Background: an optimization exercise with open tools, aiming at small area. Do not read the settings as production practice.
Only simulation tests tie the RTL to the original design; equivalence was not proved.
No activity file was given, so power comes from the tool's default toggle rates.

==> flow/design.v <==
module alu_top
(
	input wire clk
	,input wire [31:0] input1In
	,input wire [31:0] input2In
	,input wire [3:0] opType
	,output reg [31:0] resultOut
);
	reg [31:0] a_q;
	reg [31:0] b_q;
	reg [3:0] op_q;
	wire [31:0] alu_y;
	always @(posedge clk)
	begin
		a_q<=input1In;
		b_q<=input2In;
		op_q<=opType;
		resultOut<=alu_y;
	end
	aluRv32i aluRv32iInst
	(
		.input1In (a_q)
		,.input2In (b_q)
		,.opType   (op_q)
		,.resultOut(alu_y)
	);
endmodule

module aluRv32i
#(
	parameter INT32W=32
	,parameter OPW=4
)
(
	input wire [INT32W-1:0] 	input1In
	,input wire [INT32W-1:0] 	input2In
	,input wire [OPW-1:0]		opType
	,output reg [INT32W-1:0]	resultOut
);
	wire [31:0] a = input1In;
	wire [31:0] b = input2In;
	wire [3:0]  op = opType;
	wire grpAL = ~op[3] & ~op[2];                     
	wire grpSH = ~op[3] & op[2] & ~(op[1] & op[0]);   
	wire isSLT = ~op[3] & op[2] & op[1] & op[0];      
	wire isSLU = op[3] & ~op[2] & ~op[1] & ~op[0];    
	wire [31:0] p = a ^ b;
	wire [31:0] g = a & b;
	wire [31:0] lc, lp, c;
	assign lc[0] = 1'b0;
	assign lp[0] = 1'b1;
	assign lc[1] = g[0] | (p[0] & lc[0]);
	assign lp[1] = p[0] & lp[0];
	assign lc[2] = g[1] | (p[1] & lc[1]);
	assign lp[2] = p[1] & lp[1];
	assign lc[3] = g[2] | (p[2] & lc[2]);
	assign lp[3] = p[2] & lp[2];
	assign lc[4] = g[3] | (p[3] & lc[3]);
	assign lp[4] = p[3] & lp[3];
	assign lc[5] = g[4] | (p[4] & lc[4]);
	assign lp[5] = p[4] & lp[4];
	assign lc[6] = g[5] | (p[5] & lc[5]);
	assign lp[6] = p[5] & lp[5];
	assign lc[7] = g[6] | (p[6] & lc[6]);
	assign lp[7] = p[6] & lp[6];
	assign lc[8] = g[7] | (p[7] & lc[7]);
	assign lp[8] = p[7] & lp[7];
	assign lc[9] = g[8] | (p[8] & lc[8]);
	assign lp[9] = p[8] & lp[8];
	assign c[0] = lc[0];
	assign c[1] = lc[1];
	assign c[2] = lc[2];
	assign c[3] = lc[3];
	assign c[4] = lc[4];
	assign c[5] = lc[5];
	assign c[6] = lc[6];
	assign c[7] = lc[7];
	assign c[8] = lc[8];
	assign c[9] = lc[9];
	assign lc[10] = 1'b0;
	assign lp[10] = 1'b1;
	assign lc[11] = g[10] | (p[10] & lc[10]);
	assign lp[11] = p[10] & lp[10];
	assign lc[12] = g[11] | (p[11] & lc[11]);
	assign lp[12] = p[11] & lp[11];
	assign lc[13] = g[12] | (p[12] & lc[12]);
	assign lp[13] = p[12] & lp[12];
	assign lc[14] = g[13] | (p[13] & lc[13]);
	assign lp[14] = p[13] & lp[13];
	wire cb1 = g[9] | (p[9] & c[9]);
	assign c[10] = lc[10] | (lp[10] & cb1);
	assign c[11] = lc[11] | (lp[11] & cb1);
	assign c[12] = lc[12] | (lp[12] & cb1);
	assign c[13] = lc[13] | (lp[13] & cb1);
	assign c[14] = lc[14] | (lp[14] & cb1);
	assign lc[15] = 1'b0;
	assign lp[15] = 1'b1;
	assign lc[16] = g[15] | (p[15] & lc[15]);
	assign lp[16] = p[15] & lp[15];
	assign lc[17] = g[16] | (p[16] & lc[16]);
	assign lp[17] = p[16] & lp[16];
	assign lc[18] = g[17] | (p[17] & lc[17]);
	assign lp[18] = p[17] & lp[17];
	assign lc[19] = g[18] | (p[18] & lc[18]);
	assign lp[19] = p[18] & lp[18];
	wire cb2 = g[14] | (p[14] & c[14]);
	assign c[15] = lc[15] | (lp[15] & cb2);
	assign c[16] = lc[16] | (lp[16] & cb2);
	assign c[17] = lc[17] | (lp[17] & cb2);
	assign c[18] = lc[18] | (lp[18] & cb2);
	assign c[19] = lc[19] | (lp[19] & cb2);
	assign lc[20] = 1'b0;
	assign lp[20] = 1'b1;
	assign lc[21] = g[20] | (p[20] & lc[20]);
	assign lp[21] = p[20] & lp[20];
	assign lc[22] = g[21] | (p[21] & lc[21]);
	assign lp[22] = p[21] & lp[21];
	assign lc[23] = g[22] | (p[22] & lc[22]);
	assign lp[23] = p[22] & lp[22];
	assign lc[24] = g[23] | (p[23] & lc[23]);
	assign lp[24] = p[23] & lp[23];
	assign lc[25] = g[24] | (p[24] & lc[24]);
	assign lp[25] = p[24] & lp[24];
	wire cb3 = g[19] | (p[19] & c[19]);
	assign c[20] = lc[20] | (lp[20] & cb3);
	assign c[21] = lc[21] | (lp[21] & cb3);
	assign c[22] = lc[22] | (lp[22] & cb3);
	assign c[23] = lc[23] | (lp[23] & cb3);
	assign c[24] = lc[24] | (lp[24] & cb3);
	assign c[25] = lc[25] | (lp[25] & cb3);
	assign lc[26] = 1'b0;
	assign lp[26] = 1'b1;
	assign lc[27] = g[26] | (p[26] & lc[26]);
	assign lp[27] = p[26] & lp[26];
	assign lc[28] = g[27] | (p[27] & lc[27]);
	assign lp[28] = p[27] & lp[27];
	assign lc[29] = g[28] | (p[28] & lc[28]);
	assign lp[29] = p[28] & lp[28];
	assign lc[30] = g[29] | (p[29] & lc[29]);
	assign lp[30] = p[29] & lp[29];
	assign lc[31] = g[30] | (p[30] & lc[30]);
	assign lp[31] = p[30] & lp[30];
	wire cb4 = g[25] | (p[25] & c[25]);
	assign c[26] = lc[26] | (lp[26] & cb4);
	assign c[27] = lc[27] | (lp[27] & cb4);
	assign c[28] = lc[28] | (lp[28] & cb4);
	assign c[29] = lc[29] | (lp[29] & cb4);
	assign c[30] = lc[30] | (lp[30] & cb4);
	assign c[31] = lc[31] | (lp[31] & cb4);
	wire enC = grpAL & ~op[1] & ~op[0];           
	wire enG = grpAL & (op[1] ^ op[0]);           
	wire enX = ~grpAL | (~op[1] & op[0]);         
	wire [31:0] al = p ^ ((c & {32{enC}}) | (g & {32{enG}}) | (p & {32{enX}}));
	wire left  = ~op[1] & ~op[0];                 
	wire arith = op[1] & ~op[0];                  
	wire [31:0] arev, s5rev;
	genvar i;
	generate
		for (i = 0; i < 32; i = i + 1) begin : ra
			assign arev[i] = a[31-i];
		end
	endgenerate
	wire [31:0] s0 = left ? arev : a;
	wire fill = grpSH & arith & a[31];
	wire big = arith & (|b[31:5]);
	wire [4:0] sa = b[4:0] | {5{big}};
	wire [31:0] s1 = sa[0] ? {fill, s0[31:1]} : s0;
	wire [31:0] s2 = sa[1] ? {{2{fill}}, s1[31:2]} : s1;
	wire [31:0] s3 = sa[2] ? {{4{fill}}, s2[31:4]} : s2;
	wire [31:0] s4 = sa[3] ? {{8{fill}}, s3[31:8]} : s3;
	wire [31:0] s5 = sa[4] ? {{16{fill}}, s4[31:16]} : s4;
	generate
		for (i = 0; i < 32; i = i + 1) begin : rs
			assign s5rev[i] = s5[31-i];
		end
	endgenerate
	wire [31:0] sh = (s5rev & {32{grpSH & left}}) | (s5 & {32{grpSH & ~left}});
	wire sgn = ~op[3];
	wire [31:0] dv = {sgn ? a[31] : b[31], b[30:0]};
	wire [15:0] d2, v2;
	wire [7:0] d3, v3;
	wire [3:0] d4, v4;
	wire [1:0] d5, v5;
	generate
		for (i = 0; i < 16; i = i + 1) begin : t2
			assign d2[i] = p[2*i+1] | p[2*i];
			assign v2[i] = p[2*i+1] ? dv[2*i+1] : dv[2*i];
		end
		for (i = 0; i < 8; i = i + 1) begin : t3
			assign d3[i] = d2[2*i+1] | d2[2*i];
			assign v3[i] = d2[2*i+1] ? v2[2*i+1] : v2[2*i];
		end
		for (i = 0; i < 4; i = i + 1) begin : t4
			assign d4[i] = d3[2*i+1] | d3[2*i];
			assign v4[i] = d3[2*i+1] ? v3[2*i+1] : v3[2*i];
		end
		for (i = 0; i < 2; i = i + 1) begin : t5
			assign d5[i] = d4[2*i+1] | d4[2*i];
			assign v5[i] = d4[2*i+1] ? v4[2*i+1] : v4[2*i];
		end
	endgenerate
	wire lt = (d5[1] ? v5[1] : (d5[0] & v5[0])) & (isSLT | isSLU);
	always @(*)
	begin
		resultOut = al | sh;
		resultOut[0] = al[0] | sh[0] | lt;
	end
endmodule
==> flow/config.mk <==
export PLATFORM = sky130hd
export DESIGN_NAME = alu_top
export DESIGN_NICKNAME = alu_top
export VERILOG_FILES = /design/flow/design.v
export SDC_FILE = /design/flow/constraint.sdc
export NUM_CORES = 4
export LEC_CHECK = 0
export ABC_AREA = 1
export CAP_MARGIN = 20
export CORE_MARGIN = 2
export CORE_UTILIZATION = 70
export SLEW_MARGIN = 20
==> flow/constraint.sdc <==
create_clock -name core_clock -period 5.0 [get_ports {clk}]
set_input_delay 1.0000 -clock core_clock [delete_from_list [all_inputs] [get_ports {clk}]]
set_output_delay 1.0000 -clock core_clock [all_outputs]
set_load 0.01 [all_outputs]
standard.sh (not shown) runs the stock make flow with config.mk's settings and CLKGATE_MAP_FILE= SYNTH_SCRIPT=/design/flow/synth_recipe.tcl, a recipe that flattens the netlist after the stock synthesis.
==> flow/flow/run.sh <==
#!/bin/bash
# The standard layout with three changes to how it is made:
#  - synthesis maps the logic with ABC's area-oriented mapper (flow/area.abc)
#    in place of ORFS's area script; everything else in synthesis is the standard flow's
#  - the port buffers are the smallest buffer
#  - the clock tree uses small buffers and no dummy loads
set -euo pipefail
here=$(pwd)
# synthesis script: the standard flow's, with the ABC script swapped
{
  echo 'proc synth {args} { yosys synth -nofsm -noshare {*}$args }'
  echo "proc abc {args} {"
  echo "  set i [lsearch -exact \$args -script]"
  echo "  if {\$i >= 0} { set args [lreplace \$args [expr {\$i+1}] [expr {\$i+1}] $here/flow/area.abc] }"
  echo "  yosys abc {*}\$args"
  echo "}"
  tail -n +2 synth_recipe.tcl
} > own_synth.tcl
sed "s#SYNTH_SCRIPT=[^ ]*#SYNTH_SCRIPT=$here/own_synth.tcl#" standard.sh > own_standard.sh
grep -q "SYNTH_SCRIPT=$here/own_synth.tcl" own_standard.sh
export BUFFER_PORTS_ARGS="-buffer_cell sky130_fd_sc_hd__buf_1"
export CTS_ARGS="-sink_clustering_enable -sink_clustering_size 20 -repair_clock_nets -dont_use_dummy_load -buf_list sky130_fd_sc_hd__clkbuf_8"
bash own_standard.sh > standard.log 2>&1
==> flow/flow/area.abc <==
strash
dch -f
amap -F 4 -A 8
topo
stime -c
buffer -c
upsize -c -D 3600
dnsize -c -D 3600
The starting point produced a clean layout.
==> next run, changes <==
--- a/flow/flow/run.sh
+++ b/flow/flow/run.sh
@@ -1,12 +1,15 @@
 #!/bin/bash
-# The standard layout with three changes to how it is made:
-#  - synthesis maps the logic with ABC's area-oriented mapper (flow/area.abc)
-#    in place of ORFS's area script; everything else in synthesis is the standard flow's
-#  - the port buffers are the smallest buffer
-#  - the clock tree uses small buffers and no dummy loads
+# The standard layout (standard.sh) with these changes to how it is made:
+#  - synthesis: the standard flow's own script, except that Yosys's extract_fa is skipped
+#    (the adder logic stays plain gates for ABC) and ABC runs flow/area.abc:
+#    area-oriented mapping (amap), then ABC's own buffering and sizing
+#  - the port buffers are the smallest buffer (buf_1)
+#  - the clock tree uses clkbuf_8 only and no dummy loads
+# Each tool's output goes to the ORFS logs under orfs/logs; make's own output
+# goes to standard.log.
 set -euo pipefail
 here=$(pwd)
-# synthesis script: the standard flow's, with the ABC script swapped
 {
   echo 'proc synth {args} { yosys synth -nofsm -noshare {*}$args }'
+  echo 'proc extract_fa {args} { puts "extract_fa skipped by flow/run.sh" }'
   echo "proc abc {args} {"
- fmax increases by a few percent
- core utilization goes up by 1.5 points
- non-clock buffer count shrinks by 3
- setup slack improved by 100 ps
==> next run, changes <==
==> flow/flow/run.sh (replaced) <==
#!/bin/bash
# The standard layout with three changes to how it is made:
#  - synthesis maps the logic with ABC's area-oriented mapper (flow/area.abc)
#    in place of ORFS's area script; everything else in synthesis is the standard flow's
#  - the port buffers are the smallest buffer
#  - the clock tree uses small buffers and no dummy loads
set -euo pipefail
here=$(pwd)
# synthesis script: the standard flow's, with the ABC script swapped
{
  echo 'proc synth {args} { yosys synth -nofsm -noshare {*}$args }'
  echo "proc abc {args} {"
  echo "  set i [lsearch -exact \$args -script]"
  echo "  if {\$i >= 0} { set args [lreplace \$args [expr {\$i+1}] [expr {\$i+1}] $here/flow/area.abc] }"
  echo "  yosys abc {*}\$args"
  echo "}"
  tail -n +2 synth_recipe.tcl
} > own_synth.tcl
sed "s#SYNTH_SCRIPT=[^ ]*#SYNTH_SCRIPT=$here/own_synth.tcl#" standard.sh > own_standard.sh
grep -q "SYNTH_SCRIPT=$here/own_synth.tcl" own_standard.sh
export BUFFER_PORTS_ARGS="-buffer_cell sky130_fd_sc_hd__buf_1"
export CTS_ARGS="-sink_clustering_enable -sink_clustering_size 10 -repair_clock_nets -dont_use_dummy_load -buf_list {sky130_fd_sc_hd__clkbuf_4 sky130_fd_sc_hd__clkbuf_8}"
bash own_standard.sh > standard.log 2>&1
==> flow/flow/area.abc (replaced) <==
strash
dch
amap
topo
--- a/flow/config.mk
+++ b/flow/config.mk
@@ -10,3 +10,3 @@
 export CORE_MARGIN = 2
-export CORE_UTILIZATION = 70
+export CORE_UTILIZATION = 55
 export SLEW_MARGIN = 20
Design area rises by a few percent.
Sequential share of layout area falls by 1.9 points.
Via count falls by a little under a tenth.
Fmax falls slightly.
Power rises slightly.
Global-route usage falls by 8.0 points.
Clock skew barely changes.
Critical path depth rises by 7.
Sequential power falls slightly.
Die area rises by a quarter to a third.

what the ideal ports hide:
The flow's constraints put no driver on any port. The routed layouts listed below were extracted and timed again, unchanged, in two steps. Step 1 sets driving cells, clkbuf_16 on the clock port and buf_2 on the other inputs (assumed; they add their load-dependent delay and slew). Step 2, shift: input delay + t, output delay - t, t = (earliest + latest rising clock arrival at the registers) / 2. This alone moves slack from input paths to output paths. Slacks: no drivers / after step 1 / after step 2; pairs: no drivers / after step 1.
| run | t (ns) | setup slack, ns | worst setup path after step 2 | latest minus earliest clock arrival (ns) | worst register clock-pin slew, ns |
|---|---|---|---|---|---|
| the first run | 0.397 | 0.310 / 0.310 / 0.310 | register to register | 0.030 / 0.030 | 0.10 / 0.10 |
| the second run | 0.401 | 0.414 / 0.414 / 0.414 | register to register | 0.031 / 0.030 | 0.10 / 0.10 |
| the third run | 0.403 | 0.339 / 0.339 / 0.339 | register to register | 0.029 / 0.029 | 0.09 / 0.09 |
After both steps every run listed still meets setup and hold.
